What follows belongs to an exercise in optimizing a design on an open flow for a short achievable clock period and few clock cycles; a production flow would make more cautious choices. In this exercise RTL edits were held to simulation tests only and were not proved equivalent to the original. Power and IR drop assume default switching activity.

[flow/design.v]
module fetch_next(imem_data, cv, pc1, pc2, pc3, pc4, pc9, pc10, pred, f_next);
input  [71:0] imem_data;
input  [7:0]  cv;                         
input  [63:0] pc1, pc2, pc3, pc4, pc9, pc10, pred;
output [63:0] f_next;
wire [3:0] ic1 = imem_data[7:4];
wire [3:0] fn1 = imem_data[3:0];
wire [3:0] ic2 = imem_data[23:20];
wire i1ok = (ic1 == 4'h2) || (ic1 == 4'h6) || (ic1 == 4'hA) || (ic1 == 4'hB);
wire i2ok = (ic2 == 4'h1) || (ic2 == 4'h2) || (ic2 == 4'h6) || (ic2 == 4'hA) ||
            (ic2 == 4'hB);
wire pair = 1'b0 && i1ok && i2ok &&
            !((ic1 == 4'hA || ic1 == 4'hB) && (ic2 == 4'hA || ic2 == 4'hB));
wire f_regids = (ic1 == 4'h2) || (ic1 == 4'h3) || (ic1 == 4'h4) ||
                (ic1 == 4'h5) || (ic1 == 4'h6) || (ic1 == 4'hA) ||
                (ic1 == 4'hB);
wire f_valc   = (ic1 == 4'h3) || (ic1 == 4'h4) || (ic1 == 4'h5) ||
                (ic1 == 4'h7) || (ic1 == 4'h8);
wire f_taken = (ic1 == 4'h8) || (ic1 == 4'h7 && !fn1[3] && cv[fn1[2:0]]);
wire f_ret   = (ic1 == 4'h9);
wire f_seq   = !f_taken && !f_ret;
wire ic2nop  = (ic2 == 4'h1);
wire sel1  = f_seq && !pair && !f_valc && !f_regids;
wire sel2  = f_seq && !pair && !f_valc && f_regids;
wire sel3  = f_seq && pair && ic2nop;
wire sel4  = f_seq && pair && !ic2nop;
wire sel9  = f_seq && !pair && f_valc && !f_regids;
wire sel10 = f_seq && !pair && f_valc && f_regids;
assign f_next = ({64{sel1}}  & pc1)  | ({64{sel2}}  & pc2) |
                ({64{sel3}}  & pc3)  | ({64{sel4}}  & pc4) |
                ({64{sel9}}  & pc9)  | ({64{sel10}} & pc10) |
                ({64{f_taken}} & imem_data[71:8]) | ({64{f_ret}} & pred);
endmodule
module fetch_cands(fpc, pc1, pc2, pc3, pc4, pc9, pc10);
input  [63:0] fpc;
output [63:0] pc1, pc2, pc3, pc4, pc9, pc10;
function [60:0] inc61;
  input [60:0] x;
  reg [60:0] P;
  integer i, d;
  begin
    P = x;
    for (d = 1; d < 61; d = d * 2)
      for (i = 60; i >= d; i = i - 1)
        P[i] = P[i] & P[i-d];
    inc61 = x ^ {P[59:0], 1'b1};
  end
endfunction
wire [60:0] hi0 = fpc[63:3];
wire [60:0] hi1 = inc61(hi0);
wire [60:0] hi2 = {inc61({1'b0, hi0[60:1]}), hi0[0]};
wire [2:0] x = fpc[2:0];
wire [2:0] lo1 = {x[2] ^ (x[1] & x[0]), x[1] ^ x[0], !x[0]};
wire [2:0] lo2 = {x[2] ^ x[1], !x[1], x[0]};
wire [2:0] lo3 = {x[2] ^ (x[1] | x[0]), !(x[1] ^ x[0]), !x[0]};
wire [2:0] lo4 = {!x[2], x[1], x[0]};
wire c1 = x[2] & x[1] & x[0];
wire c2 = x[2] & x[1];
wire c3 = x[2] & (x[1] | x[0]);
wire c4 = x[2];
assign pc1  = {c1 ? hi1 : hi0, lo1};
assign pc2  = {c2 ? hi1 : hi0, lo2};
assign pc3  = {c3 ? hi1 : hi0, lo3};
assign pc4  = {c4 ? hi1 : hi0, lo4};
assign pc9  = {c1 ? hi2 : hi1, lo1};
assign pc10 = {c2 ? hi2 : hi1, lo2};
endmodule
module processor(clk, rst, imem_addr, imem_data, dmem_addr, dmem_wdata, dmem_we,
                 dmem_rdata, stat);
input  clk, rst;
output [63:0] imem_addr;
input  [79:0] imem_data;
output [63:0] dmem_addr, dmem_wdata;
output dmem_we;
input  [63:0] dmem_rdata;
output [2:0] stat;
localparam [3:0] RNONE = 4'hF;
localparam [3:0] RSP   = 4'h4;
function cond;
  input [3:0] f;
  input z, s, o;
  begin
    case (f)
      4'h0 : cond = 1'b1;
      4'h1 : cond = (s ^ o) | z;
      4'h2 : cond = s ^ o;
      4'h3 : cond = z;
      4'h4 : cond = !z;
      4'h5 : cond = !(s ^ o);
      4'h6 : cond = !((s ^ o) | z);
      default : cond = 1'b0;
    endcase
  end
endfunction
function [63:0] kadd;
  input [63:0] a, b;
  input cin;
  reg [63:0] g, p, G, P;
  integer i, d;
  begin
    p = a ^ b;
    g = a & b;
    G = g;
    P = p;
    for (d = 1; d < 64; d = d * 2)
      for (i = 63; i >= d; i = i - 1) begin
        G[i] = G[i] | (P[i] & G[i-d]);
        P[i] = P[i] & P[i-d];
      end
    kadd = p ^ {G[62:0] | (P[62:0] & {63{cin}}), cin};
  end
endfunction
function [15:0] onehot;
  input [3:0] r;
  onehot = 16'd1 << r;
endfunction
function [3:0] dec_srcA;
  input [3:0] ic, rA;
  case (ic)
    4'h2, 4'h4, 4'h6, 4'hA : dec_srcA = rA;
    4'h9, 4'hB             : dec_srcA = RSP;
    default                : dec_srcA = RNONE;
  endcase
endfunction
function [3:0] dec_srcB;
  input [3:0] ic, rB;
  case (ic)
    4'h4, 4'h5, 4'h6       : dec_srcB = rB;
    4'h8, 4'h9, 4'hA, 4'hB : dec_srcB = RSP;
    default                : dec_srcB = RNONE;
  endcase
endfunction
function [3:0] dec_dstE;
  input [3:0] ic, rB;
  case (ic)
    4'h2, 4'h3, 4'h6       : dec_dstE = rB;
    4'h8, 4'h9, 4'hA, 4'hB : dec_dstE = RSP;
    default                : dec_dstE = RNONE;
  endcase
endfunction
function [3:0] dec_dstM;
  input [3:0] ic, rA;
  case (ic)
    4'h5, 4'hB : dec_dstM = rA;
    default    : dec_dstM = RNONE;
  endcase
endfunction
reg [63:0] fpc;
reg [2:0]  stat_r;
reg        zf, sf, of;
reg [63:0] ras [0:3];
reg [3:0]  ras_ok;
reg [1:0]  ras_sp;
reg        e_v;
reg        mis_r;          
reg        e_pair;         
reg        e_half;         
reg [3:0]  e1_ifun, e1_rB, e1_srcA, e1_srcB, e1_dstE;
reg [15:0] e1_ohA, e1_ohB, e2_ohA, e2_ohB;    
reg [63:0] valC;
reg [63:0] e_ra;           
reg        e1_selC, e1_selA, e1_sub, e1_opq, e1_and, e1_xor, e1_cmov;
reg        e1_useA, e1_call, e1_store, e1_halt, e1_inv;
reg [3:0]  e2_ifun, e2_rB, e2_srcA, e2_srcB, e2_dstE;
reg        e2_selA, e2_sub, e2_opq, e2_and, e2_xor, e2_cmov, e2_useA, e2_store;
reg [3:0]  e1_ldst, e2_ldst;    
reg [63:0] m_addr, m_wdata;
reg        m_we, m_ret;
reg [3:0]  m_dst;          
reg [63:0] m_pred;         
reg [63:0] w_data;
reg [3:0]  w_dst;
wire run = (stat_r == 3'd1);
wire [63:0] rfo [0:15];
assign rfo[15] = 64'd0;
reg [63:0] rA1v, rB1v, rA2v, rB2v;
integer k;
always @(*) begin
  rA1v = 64'd0;
  rB1v = 64'd0;
  rA2v = 64'd0;
  rB2v = 64'd0;
  for (k = 0; k < 15; k = k + 1) begin
    rA1v = rA1v | ({64{e1_ohA[k]}} & rfo[k]);
    rB1v = rB1v | ({64{e1_ohB[k]}} & rfo[k]);
    rA2v = rA2v | ({64{e2_ohA[k]}} & rfo[k]);
    rB2v = rB2v | ({64{e2_ohB[k]}} & rfo[k]);
  end
end
wire [63:0] valA1 = (e1_srcA != RNONE && e1_srcA == w_dst) ? w_data : rA1v;
wire [63:0] valB1 = (e1_srcB != RNONE && e1_srcB == w_dst) ? w_data : rB1v;
wire [63:0] A2    = (e2_srcA != RNONE && e2_srcA == w_dst) ? w_data : rA2v;
wire [63:0] B2    = (e2_srcB != RNONE && e2_srcB == w_dst) ? w_data : rB2v;
wire e_valid = e_v && !mis_r;
wire stall  = e_valid && m_dst != RNONE &&
              (e1_srcA == m_dst || e1_srcB == m_dst ||
               (e_pair && (e2_srcA == m_dst || e2_srcB == m_dst)));
wire e_fire = run && e_valid && !stall;
wire dep = e_valid && e_pair && !e_half &&
           ((e2_srcA != RNONE && e2_srcA == e1_dstE) ||
            (e2_srcB != RNONE && e2_srcB == e1_dstE) ||
            (e1_opq && e2_cmov) ||
            (e1_ldst != RNONE &&
             (e2_srcA == e1_ldst || e2_srcB == e1_ldst || e2_dstE == e1_ldst)));
wire s1 = e_valid && !e_half;             
wire s2 = e_valid && e_pair && !dep;      
reg  [63:0] aluY1;
always @(*) begin
  if (e1_selC)      aluY1 = valC;
  else if (e1_selA) aluY1 = valA1;
  else              aluY1 = 64'd8;
end
wire [63:0] aluY1s = e1_sub ? ~aluY1 : aluY1;
wire [63:0] sum1   = kadd(valB1, aluY1s, e1_sub);
wire [63:0] and1   = valB1 & valA1;
wire [63:0] xor1   = valB1 ^ valA1;
wire [63:0] valE1  = e1_and ? and1 : e1_xor ? xor1 : sum1;
wire zf1_n = (e1_ifun[1:0] == 2'd0) ? (xor1 == {(valB1[62:0] | valA1[62:0]), 1'b0}) :
             (e1_ifun[1:0] == 2'd2) ? (and1 == 64'd0) : (valB1 == valA1);
wire sf1_n = e1_and ? and1[63] : e1_xor ? xor1[63] : sum1[63];
wire of1_n = !e1_ifun[1] && (valB1[63] == aluY1s[63]) && (sum1[63] != valB1[63]);
wire c1z = (s1 && e1_opq) ? zf1_n : zf;
wire c1s = (s1 && e1_opq) ? sf1_n : sf;
wire c1o = (s1 && e1_opq) ? of1_n : of;
wire e1_cnd = cond(e1_ifun, zf, sf, of);
wire [3:0] e1_wdst = !s1 ? RNONE : e1_cmov ? (e1_cnd ? e1_rB : RNONE) : e1_dstE;
wire [63:0] aluY2  = e2_selA ? A2 : 64'd8;
wire [63:0] aluY2s = e2_sub ? ~aluY2 : aluY2;
wire [63:0] sum2   = kadd(B2, aluY2s, e2_sub);
wire [63:0] and2   = B2 & A2;
wire [63:0] xor2   = B2 ^ A2;
wire [63:0] valE2  = e2_and ? and2 : e2_xor ? xor2 : sum2;
wire zf2_n = (e2_ifun[1:0] == 2'd0) ? (xor2 == {(B2[62:0] | A2[62:0]), 1'b0}) :
             (e2_ifun[1:0] == 2'd2) ? (and2 == 64'd0) : (B2 == A2);
wire sf2_n = e2_and ? and2[63] : e2_xor ? xor2[63] : sum2[63];
wire of2_n = !e2_ifun[1] && (B2[63] == aluY2s[63]) && (sum2[63] != B2[63]);
wire cz = (s2 && e2_opq) ? zf2_n : c1z;
wire cs = (s2 && e2_opq) ? sf2_n : c1s;
wire co = (s2 && e2_opq) ? of2_n : c1o;
wire e2_cnd = cond(e2_ifun, zf, sf, of);
wire [3:0] e2_wdst = !s2 ? RNONE : e2_cmov ? (e2_cnd ? e2_rB : RNONE) : e2_dstE;
wire e2_mem  = s2 && (e2_store || e2_useA);
wire e_we    = (s1 && e1_store) || (s2 && e2_store);
wire [3:0] e_ldst = (s2 && e2_ldst != RNONE) ? e2_ldst : s1 ? e1_ldst : RNONE;
wire e_memop = e_we || e_ldst != RNONE;
wire [63:0] rsp_cur = (e2_wdst == RSP) ? valE2 :
                      (e1_wdst == RSP) ? valE1 :
                      (m_dst == RSP)   ? dmem_rdata :
                      (w_dst == RSP)   ? w_data : rfo[RSP];
genvar gi;
generate
  for (gi = 0; gi < 15; gi = gi + 1) begin : RF
    reg [63:0] q;
    always @(posedge clk)
      if (e_fire && e2_wdst == gi)
        q <= valE2;
      else if (e_fire && e1_wdst == gi)
        q <= valE1;
      else if (w_dst == gi)
        q <= w_data;
    assign rfo[gi] = q;
  end
endgenerate
wire [3:0] ic1 = imem_data[7:4];
wire [3:0] fn1 = imem_data[3:0];
wire [3:0] rA1 = imem_data[15:12];
wire [3:0] rB1 = imem_data[11:8];
wire [3:0] ic2 = imem_data[23:20];
wire [3:0] fn2 = imem_data[19:16];
wire [3:0] rA2 = imem_data[31:28];
wire [3:0] rB2 = imem_data[27:24];
wire i1ok = (ic1 == 4'h2) || (ic1 == 4'h6) || (ic1 == 4'hA) || (ic1 == 4'hB);
wire i2ok = (ic2 == 4'h1) || (ic2 == 4'h2) || (ic2 == 4'h6) || (ic2 == 4'hA) ||
            (ic2 == 4'hB);
wire pair = 1'b0 && i1ok && i2ok &&
            !((ic1 == 4'hA || ic1 == 4'hB) && (ic2 == 4'hA || ic2 == 4'hB));
wire [63:0] pc1, pc2, pc3, pc4, pc9, pc10;
wire [63:0] pred = ras_ok[ras_sp] ? ras[ras_sp] : 64'd0;
wire [7:0] cv = {1'b0, cond(4'h6, cz, cs, co), cond(4'h5, cz, cs, co),
                 cond(4'h4, cz, cs, co), cond(4'h3, cz, cs, co),
                 cond(4'h2, cz, cs, co), cond(4'h1, cz, cs, co), 1'b1};
wire [63:0] f_next;
fetch_cands FC(fpc, pc1, pc2, pc3, pc4, pc9, pc10);
fetch_next  FN(imem_data[71:0], cv, pc1, pc2, pc3, pc4, pc9, pc10, pred, f_next);
wire mispred = m_ret && !mis_r && (dmem_rdata != m_pred);
wire hold_ret = (ic1 == 4'h9) && e_memop;
wire accept  = run && !stall && !dep && !hold_ret;
wire go      = accept && !mis_r;         
wire go_ret  = go && (ic1 == 4'h9);
wire go_call = go && (ic1 == 4'h8);
always @(posedge clk) begin
  if (rst) begin
    fpc      <= 64'd0;
    stat_r   <= 3'd1;
    zf       <= 1'b1;
    sf       <= 1'b0;
    of       <= 1'b0;
    ras_ok   <= 4'd0;
    ras_sp   <= 2'd0;
    e_v      <= 1'b0;
    mis_r    <= 1'b0;
    e_half   <= 1'b0;
    m_we     <= 1'b0;
    m_ret    <= 1'b0;
    m_dst    <= RNONE;
    w_dst    <= RNONE;
  end else if (run) begin
    if (!stall && !dep) begin
      e_v    <= go;
      e_half <= 1'b0;
      if (accept)
        fpc <= f_next;
    end
    if (e_fire && dep)
      e_half <= 1'b1;
    mis_r <= mispred;
    if (mis_r)
      fpc <= w_data;             
    if (go_call) begin
      ras_sp                <= ras_sp + 2'd1;
      ras_ok[ras_sp + 2'd1] <= 1'b1;
    end else if (go_ret) begin
      ras_sp         <= ras_sp - 2'd1;
      ras_ok[ras_sp] <= 1'b0;
    end
    if (e_fire) begin
      zf <= cz;
      sf <= cs;
      of <= co;
    end
    if (e_fire && s1 && e1_halt)
      stat_r <= 3'd2;
    else if (e_fire && s1 && e1_inv)
      stat_r <= 3'd4;
    if (go_ret) begin
      m_we  <= 1'b0;
      m_ret <= 1'b1;
      m_dst <= RNONE;
    end else if (e_fire) begin
      m_we  <= e_we;
      m_ret <= 1'b0;
      m_dst <= e_ldst;
    end else begin
      m_we  <= 1'b0;
      m_ret <= 1'b0;
      m_dst <= RNONE;
    end
    if (e_fire && m_dst != RNONE && (m_dst == e1_wdst || m_dst == e2_wdst))
      w_dst <= RNONE;
    else
      w_dst <= m_dst;
  end else begin
    m_we  <= 1'b0;
    m_ret <= 1'b0;
    m_dst <= RNONE;
    w_dst <= RNONE;
  end
end
always @(posedge clk) begin
  if (!stall && !dep) begin
    e_pair   <= pair;
    e1_ohA   <= onehot(dec_srcA(ic1, rA1));
    e1_ohB   <= onehot(dec_srcB(ic1, rB1));
    e2_ohA   <= onehot(dec_srcA(ic2, rA2));
    e2_ohB   <= onehot(dec_srcB(ic2, rB2));
    e1_ifun  <= fn1;
    e1_rB    <= rB1;
    e1_srcA  <= dec_srcA(ic1, rA1);
    e1_srcB  <= dec_srcB(ic1, rB1);
    e1_dstE  <= dec_dstE(ic1, rB1);
    e1_ldst  <= dec_dstM(ic1, rA1);
    e2_ldst  <= dec_dstM(ic2, rA2);
    valC     <= imem_data[79:16];
    e_ra     <= pc9;
    e1_selC  <= (ic1 == 4'h3) || (ic1 == 4'h4) || (ic1 == 4'h5);
    e1_selA  <= (ic1 == 4'h2) || (ic1 == 4'h6);
    e1_sub   <= (ic1 == 4'h6 && fn1[1:0] == 2'd1) || ic1 == 4'h8 || ic1 == 4'hA;
    e1_opq   <= (ic1 == 4'h6);
    e1_and   <= (ic1 == 4'h6 && fn1[1:0] == 2'd2);
    e1_xor   <= (ic1 == 4'h6 && fn1[1:0] == 2'd3);
    e1_cmov  <= (ic1 == 4'h2);
    e1_useA  <= (ic1 == 4'h9) || (ic1 == 4'hB);
    e1_call  <= (ic1 == 4'h8);
    e1_store <= (ic1 == 4'h4) || (ic1 == 4'h8) || (ic1 == 4'hA);
    e1_halt  <= (ic1 == 4'h0);
    e1_inv   <= (ic1 >= 4'hC);
    e2_ifun  <= fn2;
    e2_rB    <= rB2;
    e2_srcA  <= dec_srcA(ic2, rA2);
    e2_srcB  <= dec_srcB(ic2, rB2);
    e2_dstE  <= dec_dstE(ic2, rB2);
    e2_selA  <= (ic2 == 4'h2) || (ic2 == 4'h6);
    e2_sub   <= (ic2 == 4'h6 && fn2[1:0] == 2'd1) || ic2 == 4'hA;
    e2_opq   <= (ic2 == 4'h6);
    e2_and   <= (ic2 == 4'h6 && fn2[1:0] == 2'd2);
    e2_xor   <= (ic2 == 4'h6 && fn2[1:0] == 2'd3);
    e2_cmov  <= (ic2 == 4'h2);
    e2_useA  <= (ic2 == 4'hB);
    e2_store <= (ic2 == 4'hA);
  end
  if (ic1 == 4'h8)
    ras[ras_sp + 2'd1] <= pc9;
  m_pred <= pred;
  if (ic1 == 4'h9 && !e_memop)
    m_addr <= rsp_cur;
  else if (e2_mem)
    m_addr <= e2_useA ? A2 : sum2;
  else
    m_addr <= e1_useA ? valA1 : sum1;
  m_wdata <= e2_mem ? A2 : e1_call ? e_ra : valA1;
  w_data <= dmem_rdata;
end
assign imem_addr  = fpc;
assign dmem_addr  = m_addr;
assign dmem_wdata = m_wdata;
assign dmem_we    = m_we;
assign stat       = stat_r;
endmodule
[flow/flow/run.sh]
#!/bin/bash
cp standard.sh standard_sh_copy.log
export SETUP_SLACK_MARGIN=${MARGIN:-38.7}
bash standard.sh > standard_sh.log 2>&1
[flow/standard.sh]
#!/bin/bash
# synth_recipe.tcl (not shown) runs the flow's synth.tcl, then flattens the netlist and writes it again
# the make line also repeats each setting of config.mk as NAME=value (left out here)
make -C /OpenROAD-flow-scripts/flow DESIGN_CONFIG=/design/flow/config.mk WORK_HOME=/design/flow/orfs CLKGATE_MAP_FILE= SYNTH_SCRIPT=/design/flow/synth_recipe.tcl "${@:-finish}"
[flow/config.mk]
export PLATFORM = sky130hd
export DESIGN_NAME = processor
export DESIGN_NICKNAME = processor
export VERILOG_FILES = /design/flow/design.v
export SDC_FILE = /design/flow/constraint.sdc
export NUM_CORES = 4
export LEC_CHECK = 0
export CAP_MARGIN = 20
export CORE_MARGIN = 2
export CORE_UTILIZATION = 30
export PLACE_DENSITY = 0.5
export SLEW_MARGIN = 20
export SYNTH_HIERARCHICAL = 1
[flow/constraint.sdc]
create_clock -name core_clock -period 50.0 [get_ports {clk}]
set_input_delay 10.0000 -clock core_clock [delete_from_list [all_inputs] [get_ports {clk}]]
set_output_delay 10.0000 -clock core_clock [all_outputs]
set_load 0.01 [all_outputs]
==> metrics.md <==
| Metric | Value |
|---|---|
| Top delay family on crit path | simple AND/OR/NAND/NOR gates |
| Vias in the first global route | 88700 |
| Insertion delay of the later-clocked pin in the worst-skew pair | 940 ps |
| Drc violations | 0 |
| Register-to-register setup slack | 39850 ps |
| Global-route usage over all layers | 33.8% |
| Hold_sp | e_ra[6]$_DFFE_PN_ |
| Synthesized area divided by synthesized cell count | 9.97 um^2 |
| Total CTS buffers | 201 |
| Setup crit start kind | primary input |
| Peak clock frequency supported by timing | 86.1 MHz |
| Initial DRC Count | 17900 |
| Share of final-layout standard cells stronger than drive strength 1 | 16.5% |
| First-pass GRT wire length | 790000 um |
| Arrival time at the worst endpoint | 12330 ps |
| Final hold violation count | 0 |
| Placeable Area | 0.333 mm^2 |
| Startpoint of the lowest-slack register-to-register path | e1_srcA[1]$_DFFE_PN_ |
| Filler instances | 33300 |
| Chip width | 582 um |
| Clk Tree Root Cell | clkbuf_16 |
| Number of placement rows | 212 |
| Shortest period the worst path allows | 11610 ps |
| Maximum buffer depth of the clock tree | 4 |
| TNS Setup | 0 ps |
| Req. time, crit path | 50720 ps |
| Number of failing setup endpoints in the final timing report | 0 |
| Final Cycle Share | 23.2% |
| Drt via density | 6.54 |
| Worst stage delay on the critical path | 720 ps |
| Status | complete, no violations |
| I/O pin count | 342 |
| Static Leakage | 43.5 nW |
| Worst setup margin | 38390 ps |
| Number of search-and-repair iterations in the first detailed-routing pass | 12 |
| Clock transition time at the flip-flop clock pins of the worst setup and hold paths | 60 ps |
| Worst setup path startpoint | dmem_rdata[60] |
| Synthesis Warnings | 8 |
| Number of antenna violations at the first check in global routing | 52 |
| Type of the worst min-delay path | reg2reg |
| Worst Setup End Kind | flip-flop |
| Maximum number of pins on one net before global-route repair | 130 |
| Weighted congestion at the end of routability-driven global placement | 1.17 |
| Terminus of the critical flop-to-flop path | fpc[4]$_SDFFE_PP0P_ |
| DP HPWL | 397000 um |
| Area growth from synthesis to layout | 19.0% |
| Worst vdd ir | 0.0000295 V |
| Worst slew margin | 9.81% |
| CP cell instances | dlygate4sd2_1 > xor2_1 > nor4_1 > nand4_1 > nor4_2 > nor4b_1 > a21oi_1 > nor2_1 |
| CTS sink cnt | 1756 |
| Fraction of the core area covered by cells at the end of the flow | 35.8% |
| Instance count of the mapped netlist | 10100 |
| Maxcap violations | 0 |
| Number of buffer and inverter stages on the critical path | 1 |
| Worst Path Class, Setup | in2reg |
| Maximum level of the CTS H-tree | 4 |
| Pins over their slew limit | 0 |
| DIE AREA | 0.339 mm^2 |
| Quantity of hold-fixing buffers added after cts | 0 |
| Vias | 96200 |
| Pwr/cell area | 41.9 mW/mm^2 |
| Critical path depth | 8 |
| Total Nets Final | 10500 |
| Slowest stage cell on the critical path | dlygate4sd2_1 |
| Global route total overflow | 0 |
| Cell area after synthesis | 0.100 mm^2 |
| Clock tree from TritonCTS | yes |
| Port Buf Inserts | 341 |
| Dpl ws | 36390 ps |
| Count of antenna-violating nets left after detailed routing | 0 |
| Cells on worst reg2reg path | 29 |
| Transition time at the pin with the least slew margin | 1340 ps |
| Synthesized netlist net count | 10400 |
| Largest driver fanout on the critical path | 3 |
| Final Routed Wirelength | 604000 um |
| Detailed-route wire length per cell | 41.0 um |
| Die Y | 582 um |
| RSZ-0062 raised after global routing | true |
| Critical Path Sink | mis_r$_SDFFE_PP0N_ |
| Max Clock Skew | 78.5 ps |
| Effective utilization at floorplan | 30.1% |
state kept, by name (all words and copies together), names as in the netlist, 3 cells and up, named ones only:
name,cells
e_ra,64
e1_ohB,15
e1_rB,4
ras_ok,4
e1_srcA,4
w_data,64
e1_ifun,4
m_wdata,64
RF.q,960
e1_srcB,4
m_addr,64
m_pred,64
e1_dstE,4
w_dst,4
fpc,64
e1_ohA,15
e1_ldst,4
valC,64
stat_r,3
m_dst,4
ras,256
worst min path at each step:
stage	to	slack (ps)	cells after the start
after CTS	m_wdata[6]$_DFF_P_	460	2
after floorplan	m_wdata[62]$_DFF_P_	420	2
after global routing	m_wdata[30]$_DFF_P_	480	2
after global placement	m_wdata[17]$_DFF_P_	450	2
after detailed placement	m_wdata[6]$_DFF_P_	440	2
final	m_wdata[6]$_DFF_P_	460	2
final cells by class:
class,instances,area [um^2],share of cell area (%)
flip-flops and latches,1756,49000,41.1
multi-input cells,6901,47500,39.8
repair buffers,904,9150,7.66
clock buffers,257,5570,4.66
well taps,4387,5490,4.60
inverters,376,1420,1.19
clock inverters,109,1150,0.962
diodes,25,62.6,0.0524
worst reg2reg max path: cells and delay by family, from the launching register on:
| family | cells | cell delay [ps] |
|---|---|---|
| flip-flops | 1 | 470 |
| multiplexers | 3 | 390 |
| AO/OA/AOI/OAI | 10 | 2970 |
| XOR/XNOR | 2 | 370 |
| adder cells (fa/ha/maj) | 1 | 550 |
| AND/OR/NAND/NOR | 7 | 3530 |
| buffers and inverters | 6 | 1760 |
report_power, final:
part / internal (mW) / switching [mW]
Clock: 0.891 / 0.670
Sequential: 1.69 / 0.121
Combinational: 0.488 / 1.14
Total: 3.07 / 1.93
cells in the final DEF, fill, tap and decap left out, types with 53 or more instances in the layout:
master           instances
a222oi_1               129
o211ai_1                55
nand4_1                170
xor2_1                 210
edfxtp_1              1346
nand3_1                100
nor2b_1                 81
mux4_2                  64
mux2_2                 103
a221oi_1               266
clkbuf_16              216
a211oi_1               182
dfxtp_1                234
and3_1                 148
nor3_1                 117
a22o_1                 252
clkdlybuf4s50_1         98
a21oi_1                266
inv_1                  371
a22oi_1                338
o31ai_1                 54
buf_6                  204
nand2_1               1206
buf_12                  53
nor2_1                 474
dfxtp_4                 81
o21ai_0               1039
o21a_1                  91
nor4_1                  71
buf_4                  442
dfxtp_2                 95
xnor2_1                259
ha_1                   202
mux2i_1                305
metal layers:
metal	up-vias	share of wire (%)	track usage [%]	wire, um
met5	-	0.013	0	76
met4	10	10	26.0	60300
met3	2442	14	10.5	82500
met2	8783	41	49.1	247000
met1	47000	35	41.6	214000
li1	38000	-	-	-
per-stage QoR:
stage | hold WS (ps) | total power [mW] | instance area, um^2 | std cells
2_1_floorplan | 418 | 2.46 | 100000 | 10100
3_3_place_gp | 447 | 3.27 | 109000 | 14200
3_5_place_dp | 438 | 3.27 | 109000 | 14200
4_1_cts | 465 | 4.87 | 118000 | 14600
5_1_grt | 476 | 5.07 | 119000 | 14700
6_report | 464 | 5.00 | 119000 | 14700
what timing repair did:
item                                     CTS  global route
pin swaps                                 21            48
setup buffers                             82            35
endpoints found under the setup margin   527           425
gates cloned                              14            17
resized for setup                       1435           154
Testbench counts, summed over its fixed seeds: cycles 16,435.

[port drivers added, routing unchanged]
In the flow no input, the clock included, has a driving cell. The finished layout below was timed again as built, in two steps.
Step 1, drivers: a clkbuf_16 drives clk and a buf_2 each remaining input, both assumed.
Step 2, shift: input delay + t, output delay - t, t = (earliest + latest rising clock arrival at the registers) / 2. This alone moves slack from input paths to output paths.
Slacks: ideal / step 1 / step 2; pairs: ideal / step 1.
t (ns): 0.997
setup WS [ns]: 38.388 / 38.384 / 37.468
slew at the worst register clock pin (ns): 0.08 / 0.08
cell pins on the clock port's net: 1
After both steps setup and hold are still met in this run. For this run, drivers alone change the setup slack by -0.004 ns; drivers and shift together by -0.920 ns.
